Background: an optimization exercise with open tools, aiming at small area. Do not read the settings as production practice. At most, simulation tests tie the RTL to the original design; equivalence was not proved.

==> 05-17: inputs <==
## rgb_to_ycbcr_444
module rgb_to_ycbcr_444(
  input wire in_reset,
  input wire in_clock,
  input wire [7:0] in_r,
  input wire [7:0] in_g,
  input wire [7:0] in_b,
  output reg [7:0] out_y,
  output reg [7:0] out_cb,
  output reg [7:0] out_cr
  );
==> flow/config.mk <==
export PLATFORM = sky130hd
export DESIGN_NAME = rgb_to_ycbcr_444
export DESIGN_NICKNAME = rgb_to_ycbcr_444
export VERILOG_FILES = /design/flow/design.v
export SDC_FILE = /design/flow/constraint.sdc
export NUM_CORES = 4
export LEC_CHECK = 0
export CAP_MARGIN = 20
export CORE_MARGIN = 2
export CORE_UTILIZATION = 60
export CTS_BUF_LIST = sky130_fd_sc_hd__clkbuf_4 sky130_fd_sc_hd__clkbuf_8
export GPL_TIMING_DRIVEN = 0
export SLEW_MARGIN = 20
export SYNTH_HIERARCHICAL = 1
export SYNTH_MINIMUM_KEEP_SIZE = 0
==> flow/constraint.sdc <==
create_clock -name core_clock -period 6.0 [get_ports {in_clock}]
set_input_delay 1.2000 -clock core_clock [delete_from_list [all_inputs] [get_ports {in_clock}]]
set_output_delay 1.2000 -clock core_clock [all_outputs]
set_load 0.01 [all_outputs]
standard.sh (not shown) runs the stock make flow with config.mk's settings and CLKGATE_MAP_FILE= SYNTH_SCRIPT=/design/flow/synth_recipe.tcl, a recipe that flattens the netlist after the stock synthesis.
==> flow/flow/run.sh <==
#!/bin/bash
export BUFFER_PORTS_ARGS="-buffer_cell sky130_fd_sc_hd__buf_1"
export CTS_ARGS="-sink_clustering_enable -repair_clock_nets -dont_use_dummy_load -buf_list {sky130_fd_sc_hd__clkbuf_4 sky130_fd_sc_hd__clkbuf_8}"
bash standard.sh > standard.log 2>&1
==> 06-05 (differences from 05-17) <==
--- a/flow/design.v
+++ b/flow/design.v
@@ -223,33 +223,33 @@
   wire n190, n191;
   fa_cell u_n190 (.a(n110), .b(n144), .c(n116), .s(n190), .co(n191));
   wire n192, n193;
   fa_cell u_n192 (.a(n185), .b(n190), .c(~n164), .s(n192), .co(n193));
   wire n194, n195;
   fa_cell u_n194 (.a(n166), .b(n187), .c(n192), .s(n194), .co(n195));
   wire n196, n197;
-  fa_cell u_n196 (.a(n146), .b(n118), .c(n191), .s(n196), .co(n197));
+  fa_cell u_n196 (.a(~n112), .b(n146), .c(n118), .s(n196), .co(n197));
   wire n198, n199;
-  fa_cell u_n198 (.a(n166), .b(n196), .c(n193), .s(n198), .co(n199));
+  fa_cell u_n198 (.a(n191), .b(n166), .c(n196), .s(n198), .co(n199));
   wire n200, n201;
-  fa_cell u_n200 (.a(n168), .b(n195), .c(n198), .s(n200), .co(n201));
+  fa_cell u_n200 (.a(n193), .b(n168), .c(n198), .s(n200), .co(n201));
   wire n202, n203;
   ha_cell u_n202 (.a(n114), .b(n134), .s(n202), .co(n203));
   wire n204, n205;
   fa_cell u_n204 (.a(n148), .b(n197), .c(~n202), .s(n204), .co(n205));
   wire n206, n207;
-  fa_cell u_n206 (.a(n168), .b(n204), .c(n199), .s(n206), .co(n207));
+  fa_cell u_n206 (.a(~n169), .b(n168), .c(n199), .s(n206), .co(n207));
   wire n208, n209;
-  fa_cell u_n208 (.a(~n169), .b(n201), .c(n206), .s(n208), .co(n209));
+  fa_cell u_n208 (.a(n204), .b(n201), .c(n206), .s(n208), .co(n209));
   wire n210, n211;
   fa_cell u_n210 (.a(n116), .b(n164), .c(n203), .s(n210), .co(n211));
   wire n212, n213;
   fa_cell u_n212 (.a(n136), .b(~n169), .c(n205), .s(n212), .co(n213));
   wire n214, n215;
-  fa_cell u_n214 (.a(~n210), .b(n212), .c(n207), .s(n214), .co(n215));
+  fa_cell u_n214 (.a(~n210), .b(n207), .c(n212), .s(n214), .co(n215));
   wire n216;
   xor_cell u_n216 (.a(n118), .b(n166), .y(n216));
   wire n217 = n118 & ~n166;
   wire n218, n219;
   fa_cell u_n218 (.a(n138), .b(n216), .c(~n211), .s(n218), .co(n219));
   wire n220, n221;
   ha_cell u_n220 (.a(n213), .b(n218), .s(n220), .co(n221));
@@ -261,18 +261,18 @@
   fa_cell u_n226 (.a(n136), .b(n169), .c(n223), .s(n226), .co(n227));
   wire n228, n229;
   ha_cell u_n228 (.a(n138), .b(n227), .s(n228), .co(n229));
   wire n230;
   xor_cell u_n230 (.a(n139), .b(n229), .y(n230));
   wire n231 = n189 & n194;
   wire n232 = n189 | n194;
-  wire n233 = ~n112 & n200;
-  wire n234 = ~n112 | n200;
+  wire n233 = n195 & n200;
+  wire n234 = n195 | n200;
   wire n235;
-  xor_cell u_n235 (.a(n112), .b(n200), .y(n235));
+  xor_cell u_n235 (.a(n195), .b(n200), .y(n235));
   wire n236 = n209 & n214;
   wire n237 = n209 | n214;
   wire n238;
   xor_cell u_n238 (.a(n209), .b(n214), .y(n238));
   wire n239 = n220 & n215;
   wire n240 = n220 | n215;
   wire n241;
@@ -333,15 +333,15 @@
   wire n293 = n273 & n281;
   wire n294 = n282 | (n283 & n280);
   wire n295 = n283 & n281;
   wire n296 = n284 | (n285 & n280);
   wire n297 = n285 & n281;
   wire n298 = n276;
   wire n299;
-  xor_cell u_n299 (.a(n235), .b(n298), .y(n299));
+  xnor_cell u_n299 (.a(n235), .b(n298), .y(n299));
   wire n300 = n278;
   wire n301;
   xnor_cell u_n301 (.a(n208), .b(n300), .y(n301));
   wire n302 = n280;
   wire n303;
   xnor_cell u_n303 (.a(n238), .b(n302), .y(n303));
   wire n304 = n286;
@@ -364,26 +364,25 @@
   wire n315 = n140 | n110;
   wire n316;
   xor_cell u_n316 (.a(n315), .b(n142), .y(n316));
   wire n317 = n315 & ~n142;
   wire n318, n319;
   ha_cell u_n318 (.a(n112), .b(n316), .s(n318), .co(n319));
   wire n320, n321;
-  fa_cell u_n320 (.a(n144), .b(n114), .c(n319), .s(n320), .co(n321));
-  wire n322;
-  xor_cell u_n322 (.a(n317), .b(n320), .y(n322));
-  wire n323 = ~n317 & n320;
+  fa_cell u_n320 (.a(~n317), .b(n144), .c(n114), .s(n320), .co(n321));
+  wire n322, n323;
+  ha_cell u_n322 (.a(n319), .b(n320), .s(n322), .co(n323));
   wire n324, n325;
   fa_cell u_n324 (.a(n140), .b(n146), .c(n116), .s(n324), .co(n325));
   wire n326, n327;
   fa_cell u_n326 (.a(n321), .b(n323), .c(n324), .s(n326), .co(n327));
   wire n328, n329;
-  fa_cell u_n328 (.a(n148), .b(n118), .c(n325), .s(n328), .co(n329));
+  fa_cell u_n328 (.a(~n142), .b(n148), .c(n118), .s(n328), .co(n329));
   wire n330, n331;
-  fa_cell u_n330 (.a(~n142), .b(n327), .c(n328), .s(n330), .co(n331));
+  fa_cell u_n330 (.a(n325), .b(n327), .c(n328), .s(n330), .co(n331));
   wire n332, n333;
   ha_cell u_n332 (.a(n144), .b(n164), .s(n332), .co(n333));
   wire n334, n335;
   fa_cell u_n334 (.a(n134), .b(~n329), .c(n332), .s(n334), .co(n335));
   wire n336, n337;
   fa_cell u_n336 (.a(n139), .b(~n331), .c(n334), .s(n336), .co(n337));
   wire n338, n339;
@@ -411,16 +410,16 @@
   ha_cell u_n358 (.a(n168), .b(n357), .s(n358), .co(n359));
   wire n360;
   xor_cell u_n360 (.a(n169), .b(n359), .y(n360));
   wire n361 = n314 & n116;
   wire n362 = n314 | n116;
   wire n363 = n318 & n118;
   wire n364 = n318 | n118;
-  wire n365 = ~n322 & ~n134;
-  wire n366 = ~n322 | ~n134;
+  wire n365 = n322 & ~n134;
+  wire n366 = n322 | ~n134;
   wire n367 = n136 & n326;
   wire n368 = n136 | n326;
   wire n369 = n138 & n330;
   wire n370 = n138 | n330;
   wire n371;
   xor_cell u_n371 (.a(n138), .b(n330), .y(n371));
   wire n372 = n348 & ~n343;
==> flow/flow/run.sh (replaced) <==
#!/bin/bash
export BUFFER_PORTS_ARGS="-buffer_cell sky130_fd_sc_hd__buf_1"
export CTS_ARGS="-sink_clustering_enable -repair_clock_nets -dont_use_dummy_load -buf_list {sky130_fd_sc_hd__clkbuf_4 sky130_fd_sc_hd__clkbuf_8}"
export RECOVER_POWER=100
bash standard.sh > standard.log 2>&1
==> impl_metrics.ini <==
[global_routing]
grt_util_met1_pct = 32.21
grt_usage_pct = 25.93
grtUsageMet2_pct = 47.06
grt_pass1_vias = 2640

[drt]
routed-wl-met3_um = 193
first_iter_violations = 49

[layout]
multi_input_area_um2 = 2953
num-fill-cells = 421
design_area_um2 = 3945
num-multi-input-gates = 241

[placed_design]
place.gp.congestion = 0.8449

[worst_setup_path]
crit_end = out_cb[5]

[die]
start_util_pct = 62.44

[status]
status = complete, no violations

[sta]
period_share_pct = 97.47

[pwr]
leakage_nw = 1.651
switching_share_pct = 46.66

[clocking]
cts_resized = 20
(the above is from 06-05)
==> impl_metrics.ini <==
[status]
status = complete, no violations

[pwr]
leakage_nw = 1.756
switching_share_pct = 44.95

[global_routing]
grtUsageMet2_pct = 46.55

[drt]
routed-wl-met3_um = 266
first_iter_violations = 96

[layout]
num-multi-input-gates = 242
design_area_um2 = 4163

[die]
start_util_pct = 62.37
(the above is from 05-17)
For 05-17, only the layout was checked, not whether the RTL still works.

==> separate check: timing with driven ports <==
In the flow no input, the clock included, has a driving cell. The finished layouts below were timed again as built, in two steps. Step 1 (the two cells are an assumption about what drives the block):
set clk [get_ports {in_clock}]
set_driving_cell -lib_cell sky130_fd_sc_hd__clkbuf_16 $clk
set_driving_cell -lib_cell sky130_fd_sc_hd__buf_2 [delete_from_list [all_inputs] $clk]
Step 2 adds t to the input delays and takes it off the output delays; t is the mean of the earliest and latest rising clock arrival at the registers after step 1. Input paths then give back, and output paths get back, about the clock's delay inside the block. Slacks: no drivers / after step 1 / after step 2; pairs: no drivers / after step 1.
run	t (ns)	setup slack, ns	pins driven straight from the clock port
05-17	0.301	0.099 / 0.071 / -0.230	1
06-05	0.304	0.152 / 0.165 / -0.139	1
With both steps, setup timing fails in 05-17 and 06-05, where it was met with ideal ports. The setup slack of 05-17, which loses most, moves by -0.028 ns with the drivers and by -0.329 ns with both steps.
